Background: an optimization exercise with open tools, aiming at small area. Do not read the settings as production practice.
At most, simulation tests tie the RTL to the original design; equivalence was not proved.
Power figures rest on the tool's default switching activity, not on a simulated workload.

## delqa_ethmac
module delqa_ethmac(
   input          clk,         
   input          rst,         
   input          rx_ena,      
   input          loop,        
   input          skipb,       
   input          tx_req,      
   input          rx_done,     
   input  [10:0]  tx_cnt,      
   output [9:0]   txb_adr,     
   input  [15:0]  txb_dat,     
   output         tx_done,     
   output         e_txen,      
   output [7:0]   e_txd,       
   input          e_rxdv,      
   input          e_rxer,      
   input  [7:0]   e_rxd,       
   output         rxb_we,      
   output [9:0]   rxb_adr,     
   output [15:0]  rxb_dat,     
   output [10:0]  rx_cnt,      
   output         rx_rdy,      
   output         rx_err,      
   output         rx_crc_err,  
   output [1:0]   sfrtyp,      
   output         mac_rdy,     
   output [47:0]  mac_data,    
   input          cmp_done,    
   input          cmp_res      
);
wire        txens;
wire [7:0]  txdb;
assign e_txen = ~loop & txens;
assign e_txd  = txdb;
ethsend ethsendm(
   .clk(clk),
   .clr(rst),
   .txena(tx_req),
   .txdone(tx_done),
   .txen(txens),
   .dataout(txdb),
   .txbdata(txb_dat),
   .txbaddr(txb_adr),
   .txcntb(tx_cnt),
   .skipb(skipb)
);
ethreceive ethrcvm(
   .clk(clk),
   .clr(rst),
   .rxena(loop | rx_ena),
   .datain(loop ? txdb : e_rxd),
   .rxdv(loop ? txens : e_rxdv),
   .rxer(~loop & e_rxer),
   .rxdone(rx_done),
   .rxcntb(rx_cnt),
  ...
==> module ethreceive, before the edit <==
module ethreceive(
   input             clk,
   input             clr,
   input             rxena,
   input      [7:0]  datain,
   input             rxdv,
   input             rxer,
   input             rxdone,
   output     [10:0] rxcntb,
   output     [9:0]  rxbaddr,
   output     [15:0] rxbdata,
   output reg        rxwrn,
   output reg        rxrdy,
   output reg        err_gen,
   output reg        err_crc,
   output     [47:0] mac_data,
   output reg        mac_rdy,
   input             cmp_done,
   input             cmp_res,
   output reg [1:0]  sfrtyp
);
localparam IDLE    = 3'd0;
localparam SIX_55  = 3'd1;
localparam SPD_D5  = 3'd2;
localparam RX_DATA = 3'd3;
localparam RX_LAST = 3'd4;
localparam RX_CRC  = 3'd5;
localparam CHK_MAC = 3'd6;
localparam FINISH  = 3'd7;
reg  [2:0]  st;
reg  [10:0] n;
reg  [47:0] recmac;
reg  [7:0]  hi, lo;
reg  [31:0] crc;
wire s_data = (st == RX_DATA);
wire s_last = (st == RX_LAST);
wire byte_ok = s_data & rxdv & ~rxer;
wire n3 = (n == 11'd3);
assign mac_data = recmac;
assign rxbaddr  = n[10:1];
assign rxcntb   = {n[10:1] - 1'b1, n[0]};
assign rxbdata  = {hi & {8{~s_last}}, lo};
wire [1:0]  u = n[1:0];
wire [7:0]  tpre = {u == 2'd2 | u == 2'd0, u == 2'd1, 1'b0, u == 2'd0,
                    u == 2'd3 | u == 2'd0, u == 2'd1, u == 2'd1 | u == 2'd0, u != 2'd1};
wire [7:0]  t = s_data ? (crc[31:24] ^ {datain[0], datain[1], datain[2], datain[3],
                                        datain[4], datain[5], datain[6], datain[7]}) : tpre;
wire [31:0] crc_nxt;
crc_n crc_rx(.q(crc), .t(t), .nxt(crc_nxt));
always @(posedge clk) begin
   crc <= crc_nxt;
   if (~mac_rdy) recmac <= {datain, recmac[47:8]};
   if (byte_ok & ~n[0]) lo <= datain;
   if (byte_ok & n[0]) hi <= datain;
   else if (s_data & ~rxdv & ~rxer) hi[7] <= (crc != 32'hC704DD7B);
   else if (st == RX_CRC) hi[6:0] <= 7'h7F;
   else if (st == CHK_MAC) hi[6:0] <= {hi[5:0], hi[6] ^ hi[5]};
   case (st)
      IDLE, SPD_D5: n <= 11'h7FE;
      SIX_55:  n <= n + 1'b1;
      RX_DATA: if (byte_ok) n <= n + 1'b1;
      default: ;
   endcase
   if (clr) begin
      st <= IDLE;
      rxrdy <= 1'b0;
      err_gen <= 1'b0;
      err_crc <= 1'b0;
      rxwrn <= 1'b0;
      mac_rdy <= 1'b0;
      sfrtyp <= 2'b00;
   end
   else begin
      case (st)
         IDLE: begin
            rxwrn <= 1'b0;
            mac_rdy <= 1'b0;
            sfrtyp <= 2'b00;
            if (rxdv & rxena & (datain == 8'h55)) begin
               err_gen <= 1'b0;
               err_crc <= 1'b0;
               st <= SIX_55;
            end
         end
         SIX_55: begin
            if (~rxer & rxdv & (datain == 8'h55)) begin
               if (n3) st <= SPD_D5;
            end
            else begin
               err_gen <= 1'b1;
               st <= IDLE;
            end
         end
         SPD_D5: begin
            if (~rxer & rxdv & (datain == 8'hD5))
               st <= RX_DATA;
            else begin
               err_gen <= 1'b1;
               st <= IDLE;
            end
         end
         RX_DATA: begin
            if (rxwrn & (n[10:1] == 10'd6)) begin
               if ({hi, lo} == 16'o0220) sfrtyp <= 2'b01;
               if ({hi, lo} == 16'o1140) sfrtyp <= 2'b10;
            end
            if (rxer) begin
               err_gen <= 1'b1;
               st <= IDLE;
            end
            else if (rxdv) begin
               if (n3) mac_rdy <= 1'b1;
               rxwrn <= n[0];
            end
            else begin
               rxwrn <= 1'b0;
               st <= RX_LAST;
            end
         end
         RX_LAST: begin
            if (n[0] & ~rxwrn)
               rxwrn <= 1'b1;
            else begin
               rxwrn <= 1'b0;
               st <= RX_CRC;
            end
         end
         RX_CRC: begin
            if (hi[7]) err_crc <= 1'b1;
            st <= CHK_MAC;
         end
         CHK_MAC: begin
            if (cmp_done)
               st <= cmp_res ? FINISH : IDLE;
            else if (hi[6:0] == 7'h07)
               st <= IDLE;
         end
         FINISH: begin
            if (rxdone) begin
               rxrdy <= 1'b0;
               st <= IDLE;
            end
            else rxrdy <= 1'b1;
         end
      endcase
   end
end
endmodule
==> flow/config.mk <==
export PLATFORM = sky130hd
export DESIGN_NAME = delqa_ethmac
export DESIGN_NICKNAME = delqa_ethmac
export VERILOG_FILES = /design/flow/design.v
export SDC_FILE = /design/flow/constraint.sdc
export NUM_CORES = 4
export LEC_CHECK = 0
export CAP_MARGIN = 20
export CORE_MARGIN = 2
export CORE_UTILIZATION = 40
export SLEW_MARGIN = 20
==> flow/constraint.sdc <==
create_clock -name core_clock -period 8.0 [get_ports {clk}]
set_input_delay 1.6000 -clock core_clock [delete_from_list [all_inputs] [get_ports {clk}]]
set_output_delay 1.6000 -clock core_clock [all_outputs]
set_load 0.01 [all_outputs]
standard.sh (not shown) runs the stock make flow with config.mk's settings and CLKGATE_MAP_FILE= SYNTH_SCRIPT=/design/flow/synth_recipe.tcl, a recipe that flattens the netlist after the stock synthesis.
==> flow/flow/run.sh <==
#!/bin/bash
# Standard ORFS layout (the standard.sh) with three changes:
#  - synthesis maps logic with the best of several area-oriented ABC
#    scripts (flow/synth.tcl);
#  - the port buffers that global placement inserts are the smallest buffer;
#  - clock tree synthesis uses clkbuf_8 and no dummy loads.
set -euo pipefail
here=$(pwd)
export BUFFER_PORTS_ARGS="-buffer_cell sky130_fd_sc_hd__buf_1"
export CTS_ARGS="-sink_clustering_enable -repair_clock_nets -buf_list sky130_fd_sc_hd__clkbuf_8 -dont_use_dummy_load"
bash standard.sh SYNTH_SCRIPT="$here/flow/synth.tcl" finish > standard_flow.log 2>&1
Other scripts of this flow, unchanged in this note and not shown: flow/flow/abc_e6.script, flow/flow/abc_f1.script, flow/flow/abc_h1.script, flow/flow/abc_h2.script, flow/flow/abc_k2.script, flow/flow/abc_k3.script, flow/flow/synth.tcl
==> next run, changes <==
--- a/flow/design.v
+++ b/flow/design.v
@@ -145,8 +145,9 @@
 reg  [2:0]  st;
 reg  [10:0] n;
 reg  [47:0] recmac;
 reg  [7:0]  hi, lo;
+reg         crc_bad;
 reg  [31:0] crc;
 wire s_data = (st == RX_DATA);
 wire s_last = (st == RX_LAST);
 wire byte_ok = s_data & rxdv & ~rxer;
@@ -163,14 +164,14 @@
 wire [31:0] crc_nxt;
 crc_n crc_rx(.q(crc), .t(t), .nxt(crc_nxt));
 always @(posedge clk) begin
    crc <= crc_nxt;
+   if (s_data) crc_bad <= (crc != 32'hC704DD7B);
    if (~mac_rdy) recmac <= {datain, recmac[47:8]};
    if (byte_ok & ~n[0]) lo <= datain;
    if (byte_ok & n[0]) hi <= datain;
-   else if (s_data & ~rxdv & ~rxer) hi[7] <= (crc != 32'hC704DD7B);
-   else if (st == RX_CRC) hi[6:0] <= 7'h7F;
-   else if (st == CHK_MAC) hi[6:0] <= {hi[5:0], hi[6] ^ hi[5]};
+   else if (st == RX_CRC) hi[5:0] <= 6'd0;
+   else if (st == CHK_MAC) hi[5:0] <= hi[5:0] + 1'b1;
    case (st)
       IDLE, SPD_D5: n <= 11'h7FE;
       SIX_55:  n <= n + 1'b1;
       RX_DATA: if (byte_ok) n <= n + 1'b1;
@@ -240,15 +241,15 @@
                st <= RX_CRC;
             end
          end
          RX_CRC: begin
-            if (hi[7]) err_crc <= 1'b1;
+            if (crc_bad) err_crc <= 1'b1;
             st <= CHK_MAC;
          end
          CHK_MAC: begin
             if (cmp_done)
                st <= cmp_res ? FINISH : IDLE;
-            else if (hi[6:0] == 7'h07)
+            else if (hi[5:0] == 6'd63)
                st <= IDLE;
          end
          FINISH: begin
             if (rxdone) begin
What happened:
- The new run went through all stages and came out clean
- worst hold slack is worse by 0.011 ns
- maximum frequency came out lower by about 4.4%
- clock power barely changes
- flip-flop and latch count came out higher by 1
- total power came out higher by about 4.6%
- sequential share of layout area came out higher by 0.21 points
- via count came out lower by about 5.4%
No functional check of the RTL was part of the first run of this note.

[afterwards: timing with drivers on the ports]
No port has a modelled driver above. Below, the same layouts with a new extraction and two added sets of constraints.
Step 1 assumes that a clkbuf_16 drives the clock port and a buf_2 every other input.
Step 2 adds t to the input delays and takes it off the output delays; t is the mean of the earliest and latest rising clock arrival at the registers after step 1. Input paths then give back, and output paths get back, about the clock's delay inside the block.
Slacks: ideal / step 1 / step 2; pairs: ideal / step 1.
| run | shift t [ns] | slack for setup (ns) | hold slack, ns |
|---|---|---|---|
| the first run | 0.491 | 3.678 / 3.671 / 3.180 | 0.429 / 0.429 / 0.429 |
| the second run | 0.494 | 3.479 / 3.437 / 3.481 | 0.418 / 0.418 / 0.418 |
After both steps setup and hold are still met in every run listed. The setup slack of the first run, which loses most, moves by -0.007 ns with the drivers and by -0.498 ns with both steps.
